This design comes from an exercise in tuning for small area and a short achievable clock period on the open sky130 flow, not from production work.
The RTL was checked by simulation tests, not by an equivalence proof against the original design.
Power figures rest on the tool's default switching activity, not on a simulated workload.

File: design/flow/flow/run.sh
#!/bin/bash
# The standard layout (standard.sh, with the standard synthesis), except that
# ports are buffered with buf_2 cells instead of the delay cells that
# buffer_ports otherwise picks (every port still gets its own buffer).
# Each ORFS step writes its full log under orfs/logs; make's own output goes
# to flow_make.log in this folder.
set -euo pipefail
export BUFFER_PORTS_ARGS="-buffer_cell sky130_fd_sc_hd__buf_2"
bash standard.sh > flow_make.log 2>&1
File: design/flow/standard.sh
#!/bin/bash
# synth_recipe.tcl (not shown) runs the flow's synth.tcl, then flattens the netlist and writes it again
# the make line also repeats each setting of config.mk as NAME=value (left out here)
make -C /OpenROAD-flow-scripts/flow DESIGN_CONFIG=/design/flow/config.mk WORK_HOME=/design/flow/orfs CLKGATE_MAP_FILE= SYNTH_SCRIPT=/design/flow/synth_recipe.tcl "${@:-finish}"
File: design/flow/config.mk
export PLATFORM = sky130hd
export DESIGN_NAME = mips_core
export DESIGN_NICKNAME = mips_core
export VERILOG_FILES = /design/flow/design.v
export SDC_FILE = /design/flow/constraint.sdc
export NUM_CORES = 4
export LEC_CHECK = 0
export CAP_MARGIN = 20
export CORE_MARGIN = 2
export CORE_UTILIZATION = 50
export CTS_CLUSTER_DIAMETER = 80
export CTS_CLUSTER_SIZE = 20
export PLACE_DENSITY = 0.55
export SETUP_SLACK_MARGIN = 4.4
export SLEW_MARGIN = 20
File: design/flow/constraint.sdc
create_clock -name core_clock -period 7.0 [get_ports {clk}]
set_input_delay 1.4000 -clock core_clock [delete_from_list [all_inputs] [get_ports {clk}]]
set_output_delay 1.4000 -clock core_clock [all_outputs]
set_load 0.01 [all_outputs]
File: design/flow/design.v
module mips_core(clk, rst, imem_addr, imem_rdata, dmem_addr, dmem_wdata, dmem_we, dmem_re, dmem_rdata);
input clk, rst;
output [31:0] imem_addr;
input [31:0] imem_rdata;
output [31:0] dmem_addr, dmem_wdata;
output dmem_we, dmem_re;
input [31:0] dmem_rdata;
integer k;
genvar i;
reg  [31:2] pc;
wire [31:2] pc_inc = pc + 30'd1;
reg  [31:0] m_res;
reg         m_take;
always @(posedge clk)
    if (rst) pc <= 30'd0;
    else if (m_take) pc <= m_res[31:2];
    else pc <= pc_inc;
assign imem_addr = {pc, 2'b00};
reg [31:0] d_ins;
reg [31:2] d_pc4;
reg        d_v;
reg [31:1] d_rs_oh, d_rt_oh;
always @(posedge clk)
    for (k = 1; k < 32; k = k + 1) begin
        d_rs_oh[k] <= imem_rdata[25:21] == k;
        d_rt_oh[k] <= imem_rdata[20:16] == k;
    end
always @(posedge clk) begin
    d_ins <= imem_rdata;
    d_pc4 <= pc_inc;
    d_v   <= ~rst;
end
wire [5:0] op    = d_ins[31:26];
wire [4:0] rs    = d_ins[25:21];
wire [4:0] rt    = d_ins[20:16];
wire [4:0] rd    = d_ins[15:11];
wire [4:0] shamt = d_ins[10:6];
wire [5:0] funct = d_ins[5:0];
wire [15:0] imm  = d_ins[15:0];
wire is_r    = op == 6'b000000;
wire is_addi = op == 6'b001000;
wire is_andi = op == 6'b001100;
wire is_ori  = op == 6'b001101;
wire is_lw   = op == 6'b100011;
wire is_sw   = op == 6'b101011;
wire is_beq  = op == 6'b000100;
wire is_bne  = op == 6'b000101;
wire is_br   = is_beq | is_bne;
wire f_sub = funct == 6'b100010;
wire f_and = funct == 6'b100100;
wire f_or  = funct == 6'b100101;
wire f_slt = funct == 6'b101010;
wire f_sll = funct == 6'b000000;
wire f_srl = funct == 6'b000010;
wire r_and = is_r & f_and;
wire r_or  = is_r & f_or;
wire r_slt = is_r & f_slt;
wire r_sub = is_r & f_sub;
wire r_sh  = is_r & (f_sll | f_srl);
wire r_srl = is_r & f_srl;
wire sel_and = r_and | is_andi;
wire sel_or  = r_or  | is_ori;
wire sel_add = ~(sel_and | sel_or | r_slt | r_sh);
wire inv_b   = r_sub | r_slt;
wire use_imm = is_addi | is_andi | is_ori | is_lw | is_sw;
wire zext    = is_andi | is_ori;
wire regwrite = is_r | is_addi | is_andi | is_ori | is_lw;
wire [4:0] wreg = is_r ? rd : rt;
reg  [31:0] w_res;
reg  [4:0]  w_wr;
reg         w_rw, w_lw;
wire [31:0] wd = w_lw ? dmem_rdata : w_res;
wire [31:0] rs_acc [0:31];
wire [31:0] rt_acc [0:31];
assign rs_acc[0] = 32'd0;
assign rt_acc[0] = 32'd0;
generate for (i = 1; i < 32; i = i + 1) begin : g_rf
    reg [31:0] q;
    always @(posedge clk)
        if (w_rw && w_wr == i) q <= wd;
    assign rs_acc[i] = rs_acc[i-1] | ({32{d_rs_oh[i]}} & q);
    assign rt_acc[i] = rt_acc[i-1] | ({32{d_rt_oh[i]}} & q);
end endgenerate
wire [31:0] rs_val = rs_acc[31];
wire [31:0] rt_val = rt_acc[31];
wire [31:0] sext = {{16{imm[15]}}, imm};
wire [31:0] immx = zext ? {16'd0, imm} : sext;
wire [31:0] opa = is_br ? {d_pc4, 2'b00} : rs_val;
wire [31:0] opb = is_br ? {sext[29:0], 2'b00} :
                  use_imm ? immx :
                  inv_b ? ~rt_val : rt_val;
wire [31:0] opd = is_br ? (rs_val ^ rt_val) : rt_val;
wire [4:0]  shn = r_srl ? (5'd0 - shamt) : shamt;
reg [31:0] e_a, e_b, e_d;
reg [4:0]  e_sh, e_wr;
reg        e_srl, e_cin, e_add, e_and, e_or, e_slt, e_shf;
reg        e_rw, e_lw, e_sw, e_beq, e_bne;
always @(posedge clk) begin
    e_a   <= opa;
    e_b   <= opb;
    e_d   <= opd;
    e_sh  <= shn;
    e_wr  <= wreg;
    e_srl <= r_srl;
    e_cin <= inv_b;
    e_add <= sel_add;
    e_and <= sel_and;
    e_or  <= sel_or;
    e_slt <= r_slt;
    e_shf <= r_sh;
    if (rst) begin
        e_rw <= 1'b0; e_lw <= 1'b0; e_sw <= 1'b0; e_beq <= 1'b0; e_bne <= 1'b0;
    end else begin
        e_rw  <= d_v & regwrite;
        e_lw  <= d_v & is_lw;
        e_sw  <= d_v & is_sw;
        e_beq <= d_v & is_beq;
        e_bne <= d_v & is_bne;
    end
end
wire [32:0] sum1 = {e_a, 1'b1} + {e_b, e_cin};
wire [31:0] sum = sum1[32:1];
wire lt = (e_a[31] == e_b[31]) ? e_a[31] : sum[31];
reg [31:0] rot;
always @(*) begin
    rot = e_b;
    if (e_sh[0]) rot = {rot[30:0], rot[31]};
    if (e_sh[1]) rot = {rot[29:0], rot[31:30]};
    if (e_sh[2]) rot = {rot[27:0], rot[31:28]};
    if (e_sh[3]) rot = {rot[23:0], rot[31:24]};
    if (e_sh[4]) rot = {rot[15:0], rot[31:16]};
end
reg [31:0] mask;
always @(*)
    for (k = 0; k < 32; k = k + 1)
        mask[k] = e_srl ? (e_sh == 5'd0 || k < e_sh) : (k >= e_sh);
wire [31:0] res = ({32{e_add}} & sum) |
                  ({32{e_and}} & (e_a & e_b)) |
                  ({32{e_or}}  & (e_a | e_b)) |
                  {31'd0, e_slt & lt} |
                  ({32{e_shf}} & rot & mask);
wire eq = ~|e_d;
wire take = (e_beq & eq) | (e_bne & ~eq);
reg [31:0] m_sd;
reg [4:0]  m_wr;
reg        m_rw, m_lw, m_sw;
always @(posedge clk) begin
    m_res <= res;
    m_sd  <= e_d;
    m_wr  <= e_wr;
    if (rst) begin
        m_rw <= 1'b0; m_lw <= 1'b0; m_sw <= 1'b0; m_take <= 1'b0;
    end else begin
        m_rw <= e_rw; m_lw <= e_lw; m_sw <= e_sw; m_take <= take;
    end
end
assign dmem_addr  = m_res;
assign dmem_wdata = m_sd;
assign dmem_we    = m_sw;
assign dmem_re    = m_lw;
always @(posedge clk) begin
    w_res <= m_res;
    w_wr  <= m_wr;
    w_lw  <= m_lw;
    w_rw  <= rst ? 1'b0 : m_rw;
end
endmodule
==> summary.txt, run 1 <==
- Status: no timing/DRC/antenna violations
- Final WL: 266 mm
- Crit path max-delay cell type: a2111oi_4
- Fmax: around 0.37 GHz
- Crit path cell chain: inv_2, ha_4, a21o_1, a21oi_2, o21ai_4, a31oi_4, o31ai_4, buf_6, a2111oi_4, o31a_1, buf_4, nand4_1, nand4_1
- Initial Util: 0.505
- Layout area overhead: 13.0%
- TritonRoute pass-1 iters: 13
- Fin util: 0.571
- Kind of critical path: flip-flop to flip-flop
- Routed via count: between 40000 and 50000
- Final Cycle Share: 0.385
- Gr ovfl total: 0
- Max-slew violation count: 0
- Register area share after synthesis: 0.657
- Bufs on Longest Clock Path: 3
- Cells after synthesis: between 4000 and 5000
- Num CTS Buffers: 80
- Full die area: approximately 120000 µm²
- Number of global-route vias before repair: ~43000
- I/O Pins: roughly 160
- Most area-consuming cells after synthesis: edfxtp_1, dfxtp_1, a22oi_1
- Worst Tran Pin Value: roughly 1.2 ns
- Max IR drop VDD: roughly 0.00018 V
- Number of flops mapped to enable cells by yosys: ~990
- Required time of the critical path: 7.62 ns
- Vias/cell: 7.49
- Synth warn: 1
- Largest net degree at the start of global routing: 72
- Initial antenna violation count: 4
- Layout cells sized above 1: 0.191
- Count leader, synth: edfxtp_1
- Synth unique cells: 73
- Num rows: roughly 120
- Most used DFF post-synth: edfxtp_1
- Die W: ~340 µm
- Mean post-synth cell area: 13.1 µm²
- Critical path launch point type: flip-flop
- CTS root buf: clkbuf_16
- Worst Skew: about 0.040 ns
- WP data arrival: 3.32 ns
- Core area: ~110000 µm²
- Post-synth ARST share: 0
- Clock sink total: ~1400
- Leak Pwr: 22.0 nW
- Setup-failing EPs final: 0
- Fillers: 9351
- Minimum clock period: around 2.7 ns
- Clk slew on worst S/H paths: 0.09 ns
- Die height: approximately 340 µm
- GRT Total Usage: 0.446
- Nets: between 4000 and 5000
- DRC: 0
- Area leader, netlist: edfxtp_1
- Kind of end point of the critical path: flip-flop
- CTS tree: yes
- Detailed Route Iter0 Violations: about 9000
- Dpl cells: 5846
- Dpl hpwl: approximately 140 mm
- #FFs+latches synth: 1372
- Port bufs: ~160
- Max-Cap Viols: 0
- Max stage delay on crit path: approximately 0.4 ns
- Post-Synthesis Cell Area: roughly 57000 µm²
- RSZ-0062 raised after global routing: true
- Wire length of the first global-routing pass: 356 mm
- Synth cell count leaders: edfxtp_1, a22oi_1, dfxtp_1
- Fin cells: just over 6000
- Slew Limit Headroom: 0.212
- Post-synth top area share: 0.523
- Routed length per instance: around 44 µm
- Worst-path maximum fanout: 4
- Post-Route Setup TNS: 0 ns
- Clk latency of the worst-skew pair: roughly 0.7 ns
- Final Hold Violating Endpoints: 0
- Post-DRT Antenna Nets: 0
- H-tree depth: 3
- Worst Hold Class: flip-flop to flip-flop
- Post-CTS Hold Fix Bufs: 0
- Placer Congestion: ~0.96
- Cell Pwr Density: 290 nW/µm²
- CP most frequent cell: nand4_1
==> area by class of cell <==
class | count | area [µm²] | area share
clock buffers | 109 | 2150 | 0.0335
flip-flops and latches | 1372 | 37700 | 0.587
multi-input cells | 2614 | 18900 | 0.295
diodes | 1 | 2.50 | 0.0000389
inverters | 86 | 332 | 0.00515
clock inverters | 13 | 114 | 0.00177
well taps | 1500 | 1880 | 0.0292
repair buffers | 391 | 3170 | 0.0493
==> power breakdown <==
group | total, mW | internal [mW] | switching [mW]
clock network | 4.93 | 2.19 | 2.74
registers | 10.3 | 9.98 | 0.370
logic | 3.36 | 1.05 | 2.31
==> state kept, by name, indices dropped and copies added (netlist names), 27 cells and up <==
| name | count |
|---|---|
| d_ins | 27 |
| d_pc4 | 30 |
| d_rs_oh | 31 |
| d_rt_oh | 31 |
| e_a | 32 |
| e_b | 32 |
| e_d | 32 |
| g_rf.q | 992 |
| m_res | 32 |
| m_sd | 32 |
| pc | 30 |
| w_res | 32 |
==> worst max-delay path, delay by kind of cell (launching register included) <==
kind,cells,cell delay (ns)
AOI/OAI and AO/OA,7,1.43
DFF,1,0.38
buffers and inverters,3,0.35
adders and majority gates,1,0.25
and+or+nand+nor,2,0.22
==> kinds of logic after synthesis <==
kind of cell,after synthesis,synth area share
buf+inv,375,0.0253
fa+ha+maj,67,0.0149
other cells,1,0.0000659
compound gates,1273,0.169
simple gates,1034,0.0871
flops,1372,0.657
xor+xnor,123,0.0189
mux,115,0.0281
==> layout by cell type (no fill, tap or decap), types with 29 or more instances in the layout <==
master,count
edfxtp_1,992
a22oi_1,638
nand2_1,238
nor2_1,238
dfxtp_1,224
nand3_1,223
buf_4,170
buf_2,133
a22o_1,132
a221oi_1,128
o21ai_0,102
dfxtp_2,99
clkbuf_16,85
a21oi_1,83
xnor2_1,77
inv_1,74
nand4_1,73
a222oi_1,64
buf_6,59
dfxtp_4,57
ha_1,52
nor3_1,49
xor2_1,43
or4_4,40
mux2i_1,39
mux2_2,39
mux4_2,32
nor2_4,32
nor2b_1,29
==> metrics by stage <==
stage | hold WS (ns) | cell area, µm² | setup WS, ns | total power [mW]
3_5_place_dp | 0.313 | 59700 | 3.84 | 13.2
5_1_grt | 0.345 | 64300 | 4.20 | 19.1
4_1_cts | 0.339 | 63600 | 4.29 | 18.4
2_1_floorplan | 0.310 | 56900 | 4.41 | 11.8
6_report | 0.337 | 64300 | 4.30 | 18.6
3_3_place_gp | 0.315 | 59700 | 3.87 | 13.2
==> per-layer routing <==
layer  vias up  share of wire  track usage  wire [µm]
met5         -              0            0          0
met4         0          0.075        0.259      19900
met3      1141           0.15        0.156      41200
met2      4360           0.43        0.660     113000
met1     22422           0.34        0.568      91500
li1      17652              -            -          -
==> path summary, 6_finish.rpt <==
path / from / endpoint / slack [ns] / cells past startpoint
worst max register to register: e_b[2] / m_res[26] / 4.30 / 13
worst min register to register: e_wr[0] / m_wr[0] / 0.34 / 0
worst min-delay path: e_wr[0] / m_wr[0] / 0.34 / 0
worst max-delay path: e_b[2] / m_res[26] / 4.30 / 13
==> repair_timing <==
action                                  4_1_cts  5_1_grt
endpoints found under the hold margin         0        0
pin swaps                                    38       27
gates resized for setup                     278      126
endpoints found under the setup margin      270      156
setup buffers                                86       28
cloned                                        0        3
==> run 2: changes to the inputs <==
==> design/flow/flow/run.sh (replaced) <==
#!/bin/bash
# The standard layout (standard.sh, with the standard synthesis), with two
# changes to what ORFS does by default:
#  - ports are buffered with buf_2 cells instead of the delay cells that
#    buffer_ports otherwise picks (every port still gets its own buffer);
#  - clock tree synthesis inserts no dummy load cells.
# Each tool's output goes to the logs under orfs/logs; make's own output to
# flow_make.log in this folder.
set -euo pipefail
export BUFFER_PORTS_ARGS="-buffer_cell sky130_fd_sc_hd__buf_2"
export CTS_ARGS="-sink_clustering_enable -repair_clock_nets -dont_use_dummy_load -sink_clustering_size 20 -sink_clustering_max_diameter 80"
bash standard.sh > flow_make.log 2>&1
--- a/design/flow/config.mk
+++ b/design/flow/config.mk
@@ -13,3 +13,3 @@
 export PLACE_DENSITY = 0.55
-export SETUP_SLACK_MARGIN = 4.4
+export SETUP_SLACK_MARGIN = 4.3
 export SLEW_MARGIN = 20
==> run 2 against run 1 <==
Net effect: combinational power shrank 8.0%; first-iteration DRC count is 1.4% higher; critical path type unchanged; critical endpoint is now m_res[0]; still clean; highest routed layer is now met5; cell area shrank 2.2%; largest cell class unchanged; sequential power about the same; sequential share of layout area grew 1.1 points; via count is 1.1% lower; synthesized cell count did not move; critical path depth decreased by 2; routed wire length is 1.0% lower; power down 2.9%; sequential cell count did not move.
==> summary.txt, run 2 <==
- Setup-failing EPs final: 0 (unchanged)
- Largest net degree at the start of global routing: 72 (unchanged)
- Mean post-synth cell area: 13.1 µm² (unchanged)
- Synth cell count leaders: edfxtp_1, a22oi_1, dfxtp_1
- Clk slew on worst S/H paths: 0.09 ns (about the same)
- Port bufs: 161 (unchanged)
- Leak Pwr: 21.4 nW (-2.9%)
- Max stage delay on crit path: 0.40 ns (about the same)
- Crit path cell chain: fa_1, a21oi_4, o211a_4, nor4_4, o21ai_4, a211oi_4, buf_4, nand3_4, a31oi_4, a211oi_2, a311o_1
- Initial antenna violation count: 8 (+4)
- Kind of critical path: flip-flop to flip-flop
- Worst Setup SP: e_b[0]
- Minimum clock period: 2.88 ns (+0.189 ns)
- Synth unique cells: 73 (unchanged)
- Clock sink total: 1372 (unchanged)
- Worst Hold Class: flip-flop to flip-flop
- H-tree depth: 3 (unchanged)
- TritonRoute pass-1 iters: 10 (-3)
- Fin util: 0.558 (-0.0128)
- Worst Skew: 0.0675 ns (+0.0271 ns)
- Worst Hold Depth: 0 (unchanged)
- Post-Synthesis Cell Area: 56900 µm² (unchanged)
- Layout area overhead: 10.5%
- Register area share after synthesis: 0.657 (unchanged)
- Max-slew violation count: 0 (unchanged)
- R2R setup slack: 4.12 ns (-0.19 ns)
- Worst min-delay path endpoint: m_wr[0]
- Placer Congestion: 0.959 (unchanged)
- Initial Util: 0.505 (unchanged)
- Number of global-route vias before repair: 42731 (-1.4%)
- WP data arrival: 3.41 ns (+0.09 ns)
- Max layer used: met5
- Die height: 341 µm (unchanged)
- Routed via count: 45054 (-1.1%)
- Commonest cells after routing, fill and taps aside: edfxtp_1, a22oi_1, dfxtp_1
- Total power draw: 18.1 mW (-2.9%)
- Worst R2R End: m_res[0]
- Worst Tran Pin Value: 1.24 ns (+0.0617 ns)
- Most common cell after layout, fill and taps aside: edfxtp_1
- RSZ-0062 raised after global routing: true
- Min-delay src: e_wr[0]
- Synth warn: 1 (unchanged)
- Required time of the critical path: 7.53 ns (-0.09 ns)
- Full die area: 117000 µm² (unchanged)
- CTS tree: yes
- Detailed Route Iter0 Violations: 8917 (+1.4%)
- Most used DFF post-synth: edfxtp_1
- Vias/cell: 7.54 (+0.74%)
- Max-Cap Viols: 0 (unchanged)
- Count leader, synth: edfxtp_1
- Wire length of the first global-routing pass: 352 mm (-0.98%)
- Place WS: 3.84 ns (unchanged)
- Final hold slack: 0.334 ns (-0.00304 ns)
- Worst-path maximum fanout: 7 (+3)
- DRC: 0 (unchanged)
- CP bufs+invs: 1 (-2)
- Kind of end point of the critical path: flip-flop
- Gr ovfl total: 0 (unchanged)
- Number of flops mapped to enable cells by yosys: 992 (unchanged)
- Bufs on Longest Clock Path: 3 (unchanged)
- Area leader, netlist: edfxtp_1
- Largest register FFs: 992 (unchanged)
- Routed length per instance: 44.1 µm (+0.89%)
- CTS root buf: clkbuf_16
- Clk latency of the worst-skew pair: 0.71 ns (about the same)
- Cells after synthesis: 4360 (unchanged)
- Most area-consuming cells after synthesis: edfxtp_1, dfxtp_1, a22oi_1
- Fmax: 0.347 GHz (-6.6%)
- Crit path max-delay cell type: dfxtp_4
- Post-synth top area share: 0.523 (unchanged)
- Num CTS Buffers: 80 (unchanged)
- Met1 WL: 90.0 mm (-1.6%)
- Wire length on met3: 41.2 mm (about the same)
- Critical path launch point type: flip-flop
- FF-to-FF path depth: 11 (-2)
- Crit path max-delay family: compound AO/OA/AOI/OAI gates
- Largest Register: g_rf.q
- Nets: 4605 (-1.6%)
- Status: no timing/DRC/antenna violations
- Final WL: 263 mm (-1.0%)
- Post-Route Setup TNS: 0 ns (unchanged)
- Num rows: 123 (unchanged)
- Post-synth ARST share: 0 (unchanged)
- Final Hold Violating Endpoints: 0 (unchanged)
- DR WL met2: 112 mm (-1.2%)
- Cell Pwr Density: 288 nW/µm² (-0.71%)
- Die W: 341 µm (unchanged)
- Slew Limit Headroom: 0.171 (-0.0411)
- Post-DRT Antenna Nets: 0 (unchanged)
- Layout cells sized above 1: 0.160 (-0.0309)
- I/O Pins: 164 (unchanged)
- #FFs+latches synth: 1372 (unchanged)
- Core area: 113000 µm² (unchanged)
- Max IR drop VDD: 0.000169 V (-3.9%)
- Dpl hpwl: 143 mm (unchanged)
- GRT Total Usage: 0.442 (-0.00392)
- Final Cycle Share: 0.412 (+0.0271)
- Crit Reg-Reg Startpoint: e_b[0]
- Setup ws final: 4.12 ns (-0.189 ns)
## run 2: cell count changes in the layout (fill, tap and decap cells not counted), sizes merged, moves of 2 or more
cell      delta
clkbuf      -31
clkinv       -5
inv          -5
clkinvlp     -2
buf         -71
## run 2: layout make-up
type                    count  area [µm²]
inverters                  86         332
well taps                1500        1880
flip-flops and latches   1372       37600
repair buffers            318        2260
diodes                      2        5.00
clock buffers              80        2000
multi-input cells        2614       18800
fillers                  9458       49800
## run 2: how the worst max path moves through the flow
stage,to,slack (ns),depth (start not counted)
3_3_place_gp,m_res[0],3.87,11
4_1_cts,m_res[26],4.16,12
5_1_grt,m_res[0],4.04,11
2_1_floorplan,m_res[26],4.41,11
3_5_place_dp,m_res[0],3.84,11
6_report,m_res[0],4.12,11
## run 2: through the flow
stage,cells,cell area (µm²)
finish,5972,62900
detailed placement,5846,59700
global placement,5846,59700
CTS,5942,62200
floorplan,4361,56900
global route,5970,62900
## run 2: kinds of logic after synthesis
logic type,synth area share
AO/OA/AOI/OAI,0.169
XOR/XNOR,0.0189
adder cells (fa/ha/maj),0.0149
buffers and inverters,0.0253
flip-flops,0.657
multiplexers,0.0281
other,0.0000659
AND/OR/NAND/NOR,0.0871
## run 2: repair_timing
action,in CTS,in global routing
hold buffers,0,0
setup buffers,16,27
pin swaps,13,27
resized for setup,103,129
gates cloned,0,1
endpoints found under the setup margin,179,110
## run 2: routing by layer
metal | track usage | vias up
met5 | 0 | -
met4 | 0.250 | 4
met3 | 0.150 | 1139
met2 | 0.660 | 4329
met1 | 0.563 | 22135
li1 | - | 17447
## run 2: power by group
group | total (mW) | internal, mW | switching [mW] | leakage (nW)
sequential | 10.3 | 9.95 | 0.382 | 12.1
combinational | 3.09 | 0.864 | 2.23 | 8.29
clock | 4.67 | 2.04 | 2.64 | 0.986
total | 18.1 | 12.8 | 5.25 | 21.4

[separate check: timing with driven ports]
The flow's constraints put no driver on any port. The routed layouts listed below were extracted and timed again, unchanged, in two steps. Step 1: set_driving_cell puts a clkbuf_16 on clk and a buf_2 on each other input, an assumption about the parent block. Step 2 moves the port delays by t, midway between the first and last clock arrival at a register: inputs arrive t later, outputs are due t later. That takes back most of the time a late clock gives input paths. a / b / c = no drivers / after step 1 / after step 2; a / b = the first two.
run | t, ns | setup slack, ns | hold slack, ns | worst data-port slew with drivers (ns)
run 1 | 0.759 | 4.305 / 4.291 / 4.305 | 0.337 / 0.337 / 0.337 | 0.09
run 2 | 0.747 | 4.115 / 4.115 / 4.115 | 0.334 / 0.334 / 0.334 | 0.09
After both steps setup and hold are still met in every run listed.
